This is an optimization exercise on Yosys and OpenROAD, whose aim is small area, not a production implementation.
The RTL of this run was laid out without a check of its function.
Power and IR drop assume default switching activity.

**design.v**
```verilog
module regfile16x8 (
    input  logic       clk,
    input  logic       we,
    input  logic [3:0] waddr,
    input  logic [7:0] wdata,
    input  logic [3:0] raddr,
    output logic [7:0] rdata
);
  logic [7:0] mem[16];
  always_ff @(posedge clk) begin
    if (we) mem[waddr] <= wdata;
  end
  assign rdata = mem[raddr];
endmodule
module uart_tx (
    input  logic        clk_i,
    input  logic        rst_ni,
    input  logic [15:0] baud_div_i,
    input  logic        tx_wen_i,     
    input  logic        tx_en_i,
    input  logic [ 7:0] din_i,
    output logic        empty_o,
    output logic        full_o,
    output logic        tx_bit_o
);
  localparam logic [1:0] IDLE = 2'd0, START = 2'd1, DATA = 2'd2, STOP = 2'd3;
  logic [1:0] state;
  logic [4:0] wptr, rptr;
  logic [7:0] rd;
  logic [7:0] shreg;
  logic [2:0] bit_cnt;
  logic [15:0] cnt;
  logic tick, pop, push;
  assign empty_o = (wptr == rptr);
  assign full_o  = (wptr[4] != rptr[4]) && (wptr[3:0] == rptr[3:0]);
  assign push    = tx_wen_i && !full_o;
  regfile16x8 mem (
      .clk  (clk_i),
      .we   (push),
      .waddr(wptr[3:0]),
      .wdata(din_i),
      .raddr(rptr[3:0]),
      .rdata(rd)
  );
  assign tick = (cnt == baud_div_i - 16'd1);
  assign pop  = tx_en_i && !empty_o && (state == IDLE || (state == STOP && tick));
  always_ff @(posedge clk_i) begin
    if (!rst_ni) begin
      state   <= IDLE;
      wptr    <= '0;
      rptr    <= '0;
      bit_cnt <= '0;
      cnt     <= '0;
    end else begin
      if (push) wptr <= wptr + 5'd1;
      if (pop) rptr <= rptr + 5'd1;
      if (state != IDLE) cnt <= tick ? 16'd0 : cnt + 16'd1;
      if (state == DATA && tick) bit_cnt <= bit_cnt + 3'd1;
      case (state)
        IDLE:  if (pop) state <= START;
        START: if (tick) state <= DATA;
        DATA:  if (tick && bit_cnt == 3'd7) state <= STOP;
        STOP:  if (tick) state <= pop ? START : IDLE;
      endcase
    end
  end
  always_ff @(posedge clk_i) begin
    if (pop) shreg <= rd;
  end
  always_comb begin
    case (state)
      START:   tx_bit_o = 1'b0;
      DATA:    tx_bit_o = shreg[bit_cnt];
      default: tx_bit_o = 1'b1;
    endcase
  end
endmodule
module uart_rx (
    input  logic        clk_i,
    input  logic        rst_ni,
    input  logic [15:0] baud_div_i,
    input  logic        rx_ren_i,     
    input  logic        rx_en_i,
    input  logic        rx_bit_i,
    output logic [ 7:0] last_o,       
    output logic        empty_o,
    output logic        full_o
);
  localparam logic [1:0] IDLE = 2'd0, START = 2'd1, DATA = 2'd2, STOP = 2'd3;
  logic [1:0] state;
  logic [4:0] wq, lq;
  logic [7:0] rd;
  logic [7:0] shreg;
  logic [2:0] bit_cnt;
  logic [15:0] cnt;
  logic popped;
  logic mid, fin, push, pop;
  logic [4:0] wnext;
  assign empty_o = (wq == lq);
  assign full_o  = (wq[4] != lq[4]) && (wq[3:0] == lq[3:0]);
  assign mid  = (cnt == (baud_div_i >> 1) - 16'd1);
  assign fin  = (cnt == baud_div_i - 16'd1);
  assign push = (state == STOP) && fin && !full_o;
  assign pop  = rx_ren_i && !empty_o;
  assign wnext = wq + 5'd1;
  regfile16x8 mem (
      .clk  (clk_i),
      .we   (push),
      .waddr(wnext[3:0]),
      .wdata(shreg),
      .raddr(lq[3:0]),
      .rdata(rd)
  );
  assign last_o = popped ? rd : 8'd0;
  always_ff @(posedge clk_i) begin
    if (!rst_ni) begin
      state   <= IDLE;
      wq      <= '1;
      lq      <= '1;
      popped  <= 1'b0;
      bit_cnt <= '0;
      cnt     <= '0;
    end else begin
      if (push) wq <= wnext;
      if (pop) begin
        lq     <= lq + 5'd1;
        popped <= 1'b1;
      end
      cnt <= (state == IDLE || fin) ? 16'd0 : cnt + 16'd1;
      if (state == DATA && mid) bit_cnt <= bit_cnt + 3'd1;
      case (state)
        IDLE:  if (rx_en_i && !rx_bit_i && !full_o) state <= START;
        START: if (mid) state <= rx_bit_i ? IDLE : DATA;
        DATA:  if (mid && bit_cnt == 3'd7) state <= STOP;
        STOP:  if (mid && rx_bit_i) state <= IDLE;
      endcase
    end
  end
  always_ff @(posedge clk_i) begin
    if (state == DATA && mid) shreg <= {rx_bit_i, shreg[7:1]};
  end
endmodule
module uart #(
    parameter DATA_WIDTH = 8,
    parameter FIFO_DEPTH = 16
) (
    input  logic        clk_i,
    input  logic        rst_ni,
    input  logic        stb_i,
    input  logic [ 1:0] adr_i,
    input  logic [ 3:0] byte_sel_i,
    input  logic        we_i,
    input  logic [31:0] data_i,
    output logic [31:0] data_o,
    input  logic        uart_rx_i,
    output logic        uart_tx_o
);
  logic [15:0] baud_div_reg;
  logic tx_en_reg, rx_en_reg;
  logic tx_full, tx_empty, rx_full, rx_empty;
  logic [7:0] rx_last;
  logic [1:0] adr_q;
  logic [3:0] status_q;
  uart_tx uart_tx_inst (
      .clk_i     (clk_i),
      .rst_ni    (rst_ni),
      .baud_div_i(baud_div_reg),
      .tx_wen_i  (stb_i && we_i && adr_i == 2'd3),
      .tx_en_i   (tx_en_reg),
      .din_i     (data_i[7:0]),
      .empty_o   (tx_empty),
      .full_o    (tx_full),
      .tx_bit_o  (uart_tx_o)
  );
  uart_rx uart_rx_inst (
      .clk_i     (clk_i),
      .rst_ni    (rst_ni),
      .baud_div_i(baud_div_reg),
      .rx_ren_i  (stb_i && !we_i && adr_i == 2'd3),
      .rx_en_i   (rx_en_reg),
      .rx_bit_i  (uart_rx_i),
      .last_o    (rx_last),
      .empty_o   (rx_empty),
      .full_o    (rx_full)
  );
  always_ff @(posedge clk_i) begin
    if (!rst_ni) begin
      baud_div_reg <= 16'd0;
      tx_en_reg    <= 1'b0;
      rx_en_reg    <= 1'b0;
    end else if (stb_i && we_i) begin
      if (adr_i == 2'd0 && (byte_sel_i[0] || byte_sel_i[1])) baud_div_reg <= data_i[15:0];
      if (adr_i == 2'd1 && byte_sel_i[0]) begin
        tx_en_reg <= data_i[0];
        rx_en_reg <= data_i[1];
      end
    end
  end
  always_ff @(posedge clk_i) begin
    adr_q    <= adr_i;
    status_q <= {rx_empty, rx_full, tx_empty, tx_full};
  end
  always_comb begin
    case (adr_q)
      2'd0:    data_o = {16'b0, baud_div_reg};
      2'd1:    data_o = {30'b0, rx_en_reg, tx_en_reg};
      2'd2:    data_o = {28'b0, status_q};
      default: data_o = {24'b0, rx_last};
    endcase
  end
endmodule
```
**run.sh**
```bash
#!/bin/bash
# synth_recipe.tcl (not shown) runs the flow's synth.tcl, then flattens the netlist and writes it again
# the make line also repeats each setting of config.mk as NAME=value (left out here)
make -C /OpenROAD-flow-scripts/flow DESIGN_CONFIG=/design/flow/config.mk WORK_HOME=/design/flow/orfs CLKGATE_MAP_FILE= SYNTH_SCRIPT=/design/flow/synth_recipe.tcl finish
```
**config.mk**
```make
export PLATFORM = sky130hd
export DESIGN_NAME = uart
export DESIGN_NICKNAME = uart
export VERILOG_FILES = /design/flow/design.v
export SDC_FILE = /design/flow/constraint.sdc
export NUM_CORES = 4
export LEC_CHECK = 0
export ABC_AREA = 1
export CAP_MARGIN = 20
export CORE_MARGIN = 2
export CORE_UTILIZATION = 60
export CTS_BUF_LIST = sky130_fd_sc_hd__clkbuf_4 sky130_fd_sc_hd__clkbuf_8
export CTS_CLUSTER_SIZE = 30
export SLEW_MARGIN = 20
```
**constraint.sdc**
```tcl
create_clock -name core_clock -period 5.0 [get_ports {clk_i}]
set_input_delay 1.0000 -clock core_clock [delete_from_list [all_inputs] [get_ports {clk_i}]]
set_output_delay 1.0000 -clock core_clock [all_outputs]
set_load 0.01 [all_outputs]
```
==> summary.txt <==
[critical path, delay by kind of cell (launching register included)]
kind / cells / cell delay [ps]
and+or+nand+nor: 1 / 70
DFF: 1 / 320
buffers and inverters: 3 / 1380
AOI/OAI and AO/OA: 5 / 930
[placed cells by master, fill, tap and decap left out, types with 8 or more instances in the layout]
| cell type | netlist | routed |
|---|---|---|
| o211ai_1 | 11 | 11 |
| o32ai_1 | 19 | 19 |
| inv_1 | 116 | 116 |
| nand2_1 | 206 | 206 |
| xor2_1 | 33 | 33 |
| clkbuf_8 | 0 | 66 |
| nand4_1 | 19 | 19 |
| inv_2 | 8 | 8 |
| nor3_1 | 26 | 26 |
| clkinv_1 | 1 | 15 |
| nor2_1 | 268 | 268 |
| xnor2_1 | 24 | 24 |
| dfxtp_1 | 91 | 88 |
| edfxtp_1 | 272 | 272 |
| mux2i_1 | 13 | 13 |
| o22ai_1 | 26 | 26 |
| clkdlybuf4s50_1 | 0 | 41 |
| ha_1 | 28 | 28 |
| o21ai_0 | 158 | 158 |
| clkbuf_4 | 0 | 26 |
| nand3_1 | 102 | 102 |
| nor2_2 | 10 | 10 |
| a21oi_1 | 35 | 35 |
| o221ai_1 | 24 | 24 |
| conb_1 | 1 | 16 |
| buf_4 | 17 | 28 |
[per-stage QoR]
| step | hold slack, ps | instances | setup WS [ps] | instance area [sq um] |
|---|---|---|---|---|
| final | 466.3 | 2071 | 671.0 | 18320 |
| after global routing | 491.8 | 2071 | 446.6 | 18320 |
| after CTS | 470.6 | 2071 | 650.3 | 18320 |
| after detailed placement | 459.7 | 1958 | 1323 | 17100 |
| after global placement | 454.4 | 1958 | 1334 | 17100 |
| after floorplan | 436.9 | 1623 | 2089 | 16410 |
[power groups by stage]
stage | clock (mW) | combinational, mW | sequential (mW)
after floorplan | 0 | 0.346 | 3.33
after global placement | 0 | 0.475 | 3.34
after detailed placement | 0 | 0.484 | 3.34
after CTS | 2.62 | 0.488 | 3.28
after global routing | 2.75 | 0.552 | 3.28
final | 2.58 | 0.488 | 3.28
[path summary, 6_finish.rpt]
check | from | end | slack (ps)
max reg2reg | baud_div_reg[1]$_SDFFE_PN0P_ | uart_rx_inst.mem.mem[8][1]$_DFFE_PP_ | 1790
max | flip-flop | data_o[7] | 670
min reg2reg | uart_rx_inst.popped$_SDFFE_PN0P_ | uart_rx_inst.popped$_SDFFE_PN0P_ | 470
min | uart_rx_inst.popped$_SDFFE_PN0P_ | uart_rx_inst.popped$_SDFFE_PN0P_ | 470
[layer usage]
metal  global-route usage, %  part of all wire, %
met3                   3.998                  5.6
met1                   37.47                   44
met4                   9.067                  2.8
met5                       0                    0
met2                   43.92                   47
[logic make-up (layout without fill, tap and decap cells)]
| logic type | Yosys count | in the layout | share of synthesized area [%] |
|---|---|---|---|
| AND/OR/NAND/NOR | 657 | 657 | 17.18 |
| adder cells (fa/ha/maj) | 28 | 28 | 2.143 |
| flip-flops | 363 | 363 | 61.10 |
| XOR/XNOR | 59 | 59 | 3.253 |
| other | 1 | 16 | 0.02294 |
| multiplexers | 13 | 13 | 0.7959 |
| buffers and inverters | 201 | 308 | 5.112 |
| AO/OA/AOI/OAI | 286 | 286 | 10.39 |
[final cells by class]
type	count	area, sq um	share of cell area, %
tap	341	426.7	2.329
clock buffer	92	1104	6.025
clock inverter	21	118.9	0.6489
multi-input combinational	1059	5580	30.46
inverter	126	474.2	2.589
sequential	363	9993	54.56
timing repair buffer	69	620.6	3.388
==> qor.yml <==
pwr:
  p_sw_share_pct: 23.86
  p_int_mw: 4.830
  p_leak_nw: 6.738
  power_mw: 6.343
  p_comb_share_pct: 7.7
  powerDensity_nw_per_um2: 346.3
  netSwitchingPower_mw: 1.514
  pwr-share-clk_pct: 40.6
  vdd_ir_drop_max_mv: 0.2838
  seq_power_share_pct: 51.7
timing:
  final.min_clock_period_ps: 4329
  setup_tns_ps: 0
  worst_pin_slew_ps: 984.5
  hold_viol: 0
  max-slew-margin-rel_pct: 34.21
  skew_ps: 28.53
  setup_viol: 0
  rsz0062_at_grt: "no"
  fin_crit_sh_pct: 86.58
  maxSlewViolCount: 0
  max_freq_mhz: 231.0
die:
  die_w_um: 169.1
  std_cell_rows: 60
  ios: 76
  fp.dieArea_sq_um: 28580
  initial_core_util_pct: 60.83
  core_area_sq_um: 26880
  die_h_um: 169.1
worst_hold_path:
  min_path_type: "flip-flop to flip-flop"
  hold_depth: 2
synth:
  synth_flop_cell: "edfxtp_1"
  yosysWarnings: 4
  synth-seq-cells: 363
  yosys.area.top_type: "edfxtp_1"
  synth_edf_count: 272
  synth.area.top_cells: "edfxtp_1 (50%), dfxtp_1 (11%), nor2_1 (6.2%), o21ai_0 (4.8%), nand2_1 (4.7%)"
  synth_cell_types: 52
  synth_top_area_share_pct: 49.96
  netlist_area_sq_um: 16350
  async_reset_ff_share_pct: 0
  synth.most_common_cell: "edfxtp_1"
  netlist_instances: 1608
  synth_commonest_cells: "edfxtp_1 (272), nor2_1 (268), nand2_1 (206)"
  syn_avg_cell_area_sq_um: 10.17
  seq_area_frac_synth_pct: 61.10
drt:
  ant_nets: 0
  viasPerCell: 5.672
  totalWireLength_mm: 38.32
  num_vias: 11747
  first_pass_iters: 5
  wl_per_cell_um: 18.50
  drtIter0Drc: 851
  drc: 0
setup_path:
  crit_top_cell: "o21ai_0"
  required_ps: 4000
  worstPathMaxFanout: 36
  reg2regPathDepth: 13
  cp_cell_sequence: "inv_2 -> buf_4 -> o21ai_0 -> o22ai_1 -> o21ai_0 -> o22ai_1 -> nand2_1 -> o21ai_0 -> clkdlybuf4s50_1"
  worstSetupEndpointType: "output pin"
  arrival_ps: 3330
  worstSetupPathType: "flip-flop to output pin"
  critPathSlowestCell: "clkdlybuf4s50_1"
  setup.worst_path.start_class: "flip-flop"
  cpPeakStageDelay_ps: 620
cells_and_area:
  nFillCells: 2131
  nets: 1751
  final_util_pct: 68.16
  num_antenna_cells: 0
  layout-drive-gt1-share_pct: 10.00
  areaGrowthSynthToFinish_pct: 12.04
  reg_top3: "uart_rx_inst.mem.mem (128), uart_tx_inst.mem.mem (128)"
clock_tree:
  clock-sinks: 363
  clockRootBuffer: "clkbuf_8"
  cts_tree: "yes"
  cts_buffers: 61
  cts_buffer_depth: 3
  insertion_delay_ps: 620
  holdBufCountCts: 0
  post_cts_buffers: 0
  cts_resized: 0
  clkTransAtPathRegs_ps: 60
  htree_levels: 2
placed_design:
  gp_congestion: 0.8868
  dpl.hpwl_mm: 25.72
  io_buffers: 41
global_routing:
  grt_usage_pct: 26.93
  grt_max_degree: 69
  antenna_found_initial: 0
  grt-ovfl-total: 0
  grt_pass1_wl_mm: 59.40
  grt_pass1_vias: 11026
run_status:
  status: "finished clean"
run:
  maxCapViolations: 0

what the ideal ports hide:
Ports are ideal in the flow. The routed layout listed here was re-timed in OpenROAD. Step 1 assumes that a clkbuf_16 drives the clock port and a buf_2 every other input. Step 2 times the ports against the registers' clock, not the clock port: input delays grow and output delays shrink by t, the midpoint of the rising clock arrivals with the driver on. Three values: no drivers, after step 1, after step 2; two values: the first two.
shift t [ns]: 0.651
setup slack, ns: 0.671 / 0.627 / 1.278
cell pins on the clock port's net: 1
After both steps setup and hold are still met in this run. The setup slack of this run moves by -0.044 ns with the drivers and by +0.607 ns with both steps.
